Context: an optimization exercise on an open-source flow, tuned for small area, a short achievable clock period and few clock cycles per item. The choices shown serve that exercise and are no tape-out recipe.
Function was checked by simulation only, so behaviour that the tests miss may differ from the original.

==> design/flow/run.sh <==
#!/bin/bash
# synth_recipe.tcl (not shown) runs the flow's synth.tcl, then flattens the netlist and writes it again
# the make line also repeats each setting of config.mk as NAME=value (left out here)
make -C /OpenROAD-flow-scripts/flow DESIGN_CONFIG=/design/flow/config.mk WORK_HOME=/design/flow/orfs CLKGATE_MAP_FILE= SYNTH_SCRIPT=/design/flow/synth_recipe.tcl finish
==> design/flow/config.mk <==
export PLATFORM = sky130hd
export DESIGN_NAME = circular_convolution
export DESIGN_NICKNAME = circular_convolution
export VERILOG_FILES = /design/flow/design.v
export SDC_FILE = /design/flow/constraint.sdc
export NUM_CORES = 4
export LEC_CHECK = 0
export CAP_MARGIN = 20
export CORE_MARGIN = 2
export CORE_UTILIZATION = 40
export SLEW_MARGIN = 20
==> design/flow/constraint.sdc <==
create_clock -name core_clock -period 10.0 [get_ports {clk}]
set_input_delay 2.0000 -clock core_clock [delete_from_list [all_inputs] [get_ports {clk}]]
set_output_delay 2.0000 -clock core_clock [all_outputs]
set_load 0.01 [all_outputs]
==> design/flow/design.v <==
module circular_convolution #(
    parameter QLEN        = 16,
              FRAC_SIZE   = 12,
              WINDOW_SIZE = 16
)
(
    input                                    clk,
    input                                    rst,
    input        [WINDOW_SIZE*QLEN-1:0]      weights,
    input                                    in_valid,
    output logic                             in_ready,
    input        [WINDOW_SIZE*QLEN-1:0]      in_data,
    output logic                             out_valid,
    output logic [WINDOW_SIZE*QLEN-1:0]      out_data
);
    typedef enum logic[2:0] { 
        ST_IDLE     = 3'd0,
        ST_LOAD_ARG = 3'd1,
        ST_COMPUTE  = 3'd2
    } state_t;
    state_t state, next_state;
    localparam PTR_W   = $clog2 (WINDOW_SIZE);
    localparam MAX_PTR = PTR_W' (WINDOW_SIZE - 1);
    logic [PTR_W - 1: 0]              result_ptr;
    logic                             finished;
    logic [WINDOW_SIZE-1:0][QLEN-1:0] shifted_data;
    logic [WINDOW_SIZE-1:0][QLEN-1:0] weights_a, in_data_a, out_data_a;
    assign weights_a = weights;
    assign in_data_a = in_data;
    assign out_data  = out_data_a;
    assign in_ready  = (state == ST_IDLE);
    always_comb begin
        next_state = state;
        case (state)
            ST_IDLE: 
            begin
                if (in_valid)
                    next_state = ST_LOAD_ARG;
            end
            ST_LOAD_ARG:
            begin
                next_state = ST_COMPUTE;
            end
            ST_COMPUTE:
            begin
                if (finished)
                    next_state = ST_IDLE;
            end
        endcase
    end
    always_ff @ (posedge clk)
        if (rst)
            state <= ST_IDLE;
        else
            state <= next_state;
    always_ff @ (posedge clk) begin
        if (rst)
            result_ptr <= '0;
        else if (state == ST_COMPUTE)
            result_ptr <= (result_ptr == MAX_PTR) ? '0 : result_ptr + 1'b1;
    end
    assign finished = result_ptr == MAX_PTR;
    always_ff @ (posedge clk) begin
        if (next_state == ST_LOAD_ARG)
            shifted_data <= in_data_a;
        else if (next_state == ST_COMPUTE)
            shifted_data <= { shifted_data[0], shifted_data[WINDOW_SIZE - 1: 1] };
    end
    state_t              state_stage;
    logic [PTR_W - 1: 0] result_ptr_stage;
    logic                finished_stage;
    localparam SUM_SLICE_CNT = 16;
    localparam SUM_SLICE_SIZE = WINDOW_SIZE / SUM_SLICE_CNT;
    logic                    [QLEN-1:0] result;
    logic [SUM_SLICE_CNT-1:0][QLEN-1:0] sum_stage_r, sum_stage;
    logic signed [2*QLEN-1:0] wide_mult;
    logic signed [QLEN-1:0] sweight, sdata;
    always_comb
    begin
        for (int i = 0; i < SUM_SLICE_CNT; i ++)
        begin
            sum_stage[i] = '0;
            for (int j = 0; j < SUM_SLICE_SIZE; j ++)
            begin
                sweight = $signed (weights_a[i * SUM_SLICE_SIZE + j]);
                sdata   = $signed (shifted_data[i * SUM_SLICE_SIZE + j]);
                wide_mult = sweight * sdata;
                sum_stage[i] += wide_mult[FRAC_SIZE +: QLEN];
            end
        end
    end
    always_ff @ (posedge clk)
    begin
        sum_stage_r <= sum_stage;
    end
    always_comb
    begin
        result = '0;
        for (int i = 0; i < SUM_SLICE_CNT; i ++)
        begin
            result += sum_stage_r[i];
        end
    end
    always_ff @ (posedge clk)
    begin
        if (rst)
        begin
            state_stage      <= ST_IDLE;
            result_ptr_stage <= '0;
            finished_stage   <= '0;
        end
        else
        begin
            state_stage      <= state;
            result_ptr_stage <= result_ptr;
            finished_stage   <= finished;
        end
    end
    always_ff @ (posedge clk)
    begin
        if (state_stage == ST_COMPUTE)
            out_data_a[result_ptr_stage] <= result;
    end
    always_ff @ (posedge clk)
    begin
        if (rst)
            out_valid <= '0;
        else
            out_valid <= finished_stage;        
    end
endmodule
==> impl_metrics.py <==
metrics = {
    "status": {
        "status": "timing/DRC/antenna clean",
    },
    "route": {
        "viasPerCell": 4.92,
        "drtIter0Drc": 7434,
        "dr.pass1.iters": 6,
        "vias": 117000,
        "wl_mm": 489,
        "drc": 0,
        "post_drt_wl_per_cell_um": 20.6,
        "drtAntennaViolNets": 0,
    },
    "setup_path": {
        "worstReg2RegEnd": "out_data_a[12]",
        "reg2reg_slack_ps": 2200,
        "required_ps": 10780,
        "cp_max_fo": 13,
        "start_kind": "input port",
        "worstSetupPathType": "in2reg",
        "crit_end": "sum_stage_r[239]",
        "cp-end-kind": "flip-flop",
        "r2r-start": "sum_stage_r[146]",
        "crit_path_start": "weights[239]",
        "crit_arrival_ps": 8980,
        "reg2regPathDepth": 23,
    },
    "synthesis": {
        "synthCells": 17700,
        "yosysSeqAreaShare": 0.124,
        "synth_ff_type": "edfxtp_1",
        "synthDistinctLibCells": 85,
        "async_flop_share": 0,
        "synth.top_cell.area_share": 0.460,
        "yosys.area.top_type": "fa_1",
        "synth_nets": 23300,
        "synth_edf_count": 512,
        "yosysWarnings": 1,
        "syn_area_um2": 168000,
        "synth-seq-cells": 784,
        "synth_area_per_cell_um2": 9.46,
        "ys_top_cells_by_area": "fa_1 (46%), inv_1 (9.7%), edfxtp_1 (9.2%), ha_1 (9.0%), nand2_1 (7.2%)",
    },
    "cts": {
        "cts_root_buf": "clkbuf_16",
        "h-tree-depth": 3,
        "post-cts-setup-buffer-count": 0,
        "cts_tree": "yes",
        "clkLatencyLatePin_ps": 920,
        "post_cts_resized": 0,
        "clockBufferDepth": 4,
        "clock_sinks": 784,
        "clk_pin_slew_ps": 70,
        "numCtsBuffers": 110,
        "ctsHoldBuffers": 0,
    },
    "timing": {
        "timing_worst_slew_pin_value_ps": 1160,
        "slew_viol_final": 0,
        "hold_slack_ps": 469,
        "final.setup.worst_slack_ps": 1790,
        "min_period_ps": 8210,
        "rsz0062_at_grt": "false",
        "fin_tns_setup_ps": 0,
        "max_freq_ghz": 0.122,
        "setup_violations": 0,
        "max_slew_margin": 0.223,
        "finClkSkew_ps": 129,
        "hold_violations": 0,
        "fin_crit_sh": 0.821,
    },
    "hold_path": {
        "hp-class": "reg2reg",
    },
    "finish": {
        "instances_no_fill": 23700,
        "final_cell_mix": "inv_1 (4320), fa_1 (3847), nand2_1 (3218)",
        "fin_nets": 23600,
        "final_cell_area_um2": 185000,
        "final_core_util": 0.443,
        "drive_gt1_frac": 0.0231,
        "area_delta_synth_final_pct": 10.3,
        "final_common_cell": "inv_1",
    },
    "floorplan": {
        "rows": 237,
        "fp.dieW_um": 651,
        "start_util": 0.402,
        "die_h_um": 651,
        "core_area_um2": 417000,
        "dieArea_um2": 424000,
        "ios": 773,
    },
    "placement": {
        "dp_hpwl_mm": 403,
        "post-place-ws_ps": 959,
        "portBuffers": 772,
        "gp_congestion": 0.905,
        "placedCellCount": 23400,
        "place_area_um2": 181000,
    },
    "global_routing": {
        "grt_pass1_wl_mm": 762,
        "grt_max_degree": 191,
        "grt-ovfl-total": 0,
        "grt_use_total": 0.236,
        "grt_pass1_vias": 126000,
        "antenna_found_initial": 98,
    },
    "run": {
        "drv_cap": 0,
    },
}
==> worst max-delay path, cell delays in order <==
cell             delay (ps)
clkdlybuf4s50_1         700
nand2_1                 250
inv_1                   120
fa_1                    680
inv_1                   150
fa_1                    540
fa_1                    450
fa_1                    510
fa_1                    490
inv_1                    50
fa_1                    460
ha_1                    340
a2111oi_0               510
or2b_1                  270
o21a_1                  230
a41o_1                  330
o41ai_4                 290
nor2_1                  100
a2111oi_2               370
xnor2_1                 150
==> cells in the mapped netlist, types with 6 or more instances <==
master,count
nor3_1,58
ha_1,1208
a21o_1,69
a21oi_1,138
o211ai_1,7
and2_1,1586
nand3_1,50
a31oi_1,11
a211oi_1,16
a22o_1,24
nand2b_1,206
or3_1,15
inv_1,4320
a2111oi_0,12
or2_2,9
o21ai_0,300
o21bai_1,17
dfxtp_1,272
nor4_1,6
clkbuf_1,696
xor2_1,102
fa_1,3847
o21a_1,51
a41o_1,9
nor2b_1,56
and4_1,8
a221oi_1,6
nand2_1,3220
nor2_1,220
a211o_1,7
and3_1,22
edfxtp_1,512
nand4_1,30
o31ai_1,7
o21ai_1,15
mux2_2,17
xnor2_1,469
==> sequential cells by signal, indices dropped and copies added, names as in the netlist <==
| signal | cells |
|---|---|
| out_data_a | 256 |
| shifted_data | 256 |
| sum_stage_r | 256 |
| result_ptr | 4 |
| result_ptr_stage | 4 |
| state | 3 |
| state_stage | 3 |
| finished_stage | 1 |
| out_valid | 1 |
==> final cells by class <==
| type | count | area [µm²] |
|---|---|---|
| Tap cell | 5497 | 6880 |
| Multi-Input combinational cell | 11900 | 128000 |
| Antenna cell | 64 | 160 |
| Clock inverter | 78 | 796 |
| Inverter | 4320 | 16200 |
| Fill cell | 40400 | 232000 |
| Timing Repair Buffer | 940 | 9030 |
| Clock buffer | 124 | 2870 |
| Sequential cell | 784 | 20800 |
==> kinds of logic after synthesis <==
kind of cell | synth area share
flops | 0.124
fa+ha+maj | 0.550
xor+xnor | 0.0298
compound gates | 0.0288
mux | 0.00132
simple gates | 0.154
buf+inv | 0.112
==> per-layer routing <==
layer,track usage,share of wire,vias to the layer above
met5,0,0.00060,-
met4,0.104,0.049,46
met3,0.0330,0.059,784
met2,0.391,0.48,3307
met1,0.308,0.41,60300
li1,-,-,52100
==> how the worst min path moves through the flow <==
| stage | startpoint | end | slack [ps] | cells past startpoint |
|---|---|---|---|---|
| floorplan | finished_stage | out_valid | 410 | 1 |
| CTS | finished_stage | out_valid | 470 | 1 |
| finish | finished_stage | out_valid | 470 | 1 |
| global placement | finished_stage | out_valid | 450 | 1 |
| global route | finished_stage | out_valid | 470 | 1 |
| detailed placement | finished_stage | out_valid | 450 | 1 |
Testbench counts, summed over its fixed seeds: cycles 5,776, items 320.

separate check: timing with driven ports:
Ports are ideal in the flow. The routed layout listed here was re-timed in OpenROAD.
Step 1 sets driving cells, clkbuf_16 on the clock port and buf_2 on the other inputs (assumed; they add their load-dependent delay and slew).
Step 2 moves the port delays by t, midway between the first and last clock arrival at a register: inputs arrive t later, outputs are due t later. That takes back most of the time a late clock gives input paths.
Three values: ideal, step 1, step 2; two values: the first two.
t (ns): 0.945
slack for setup (ns): 1.792 / 1.816 / 0.871
worst setup path after step 2: input to register
clock arrival spread, ns: 0.129 / 0.130
After both steps this run still meets setup and hold. For this run, drivers alone change the setup slack by +0.024 ns; drivers and shift together by -0.921 ns.
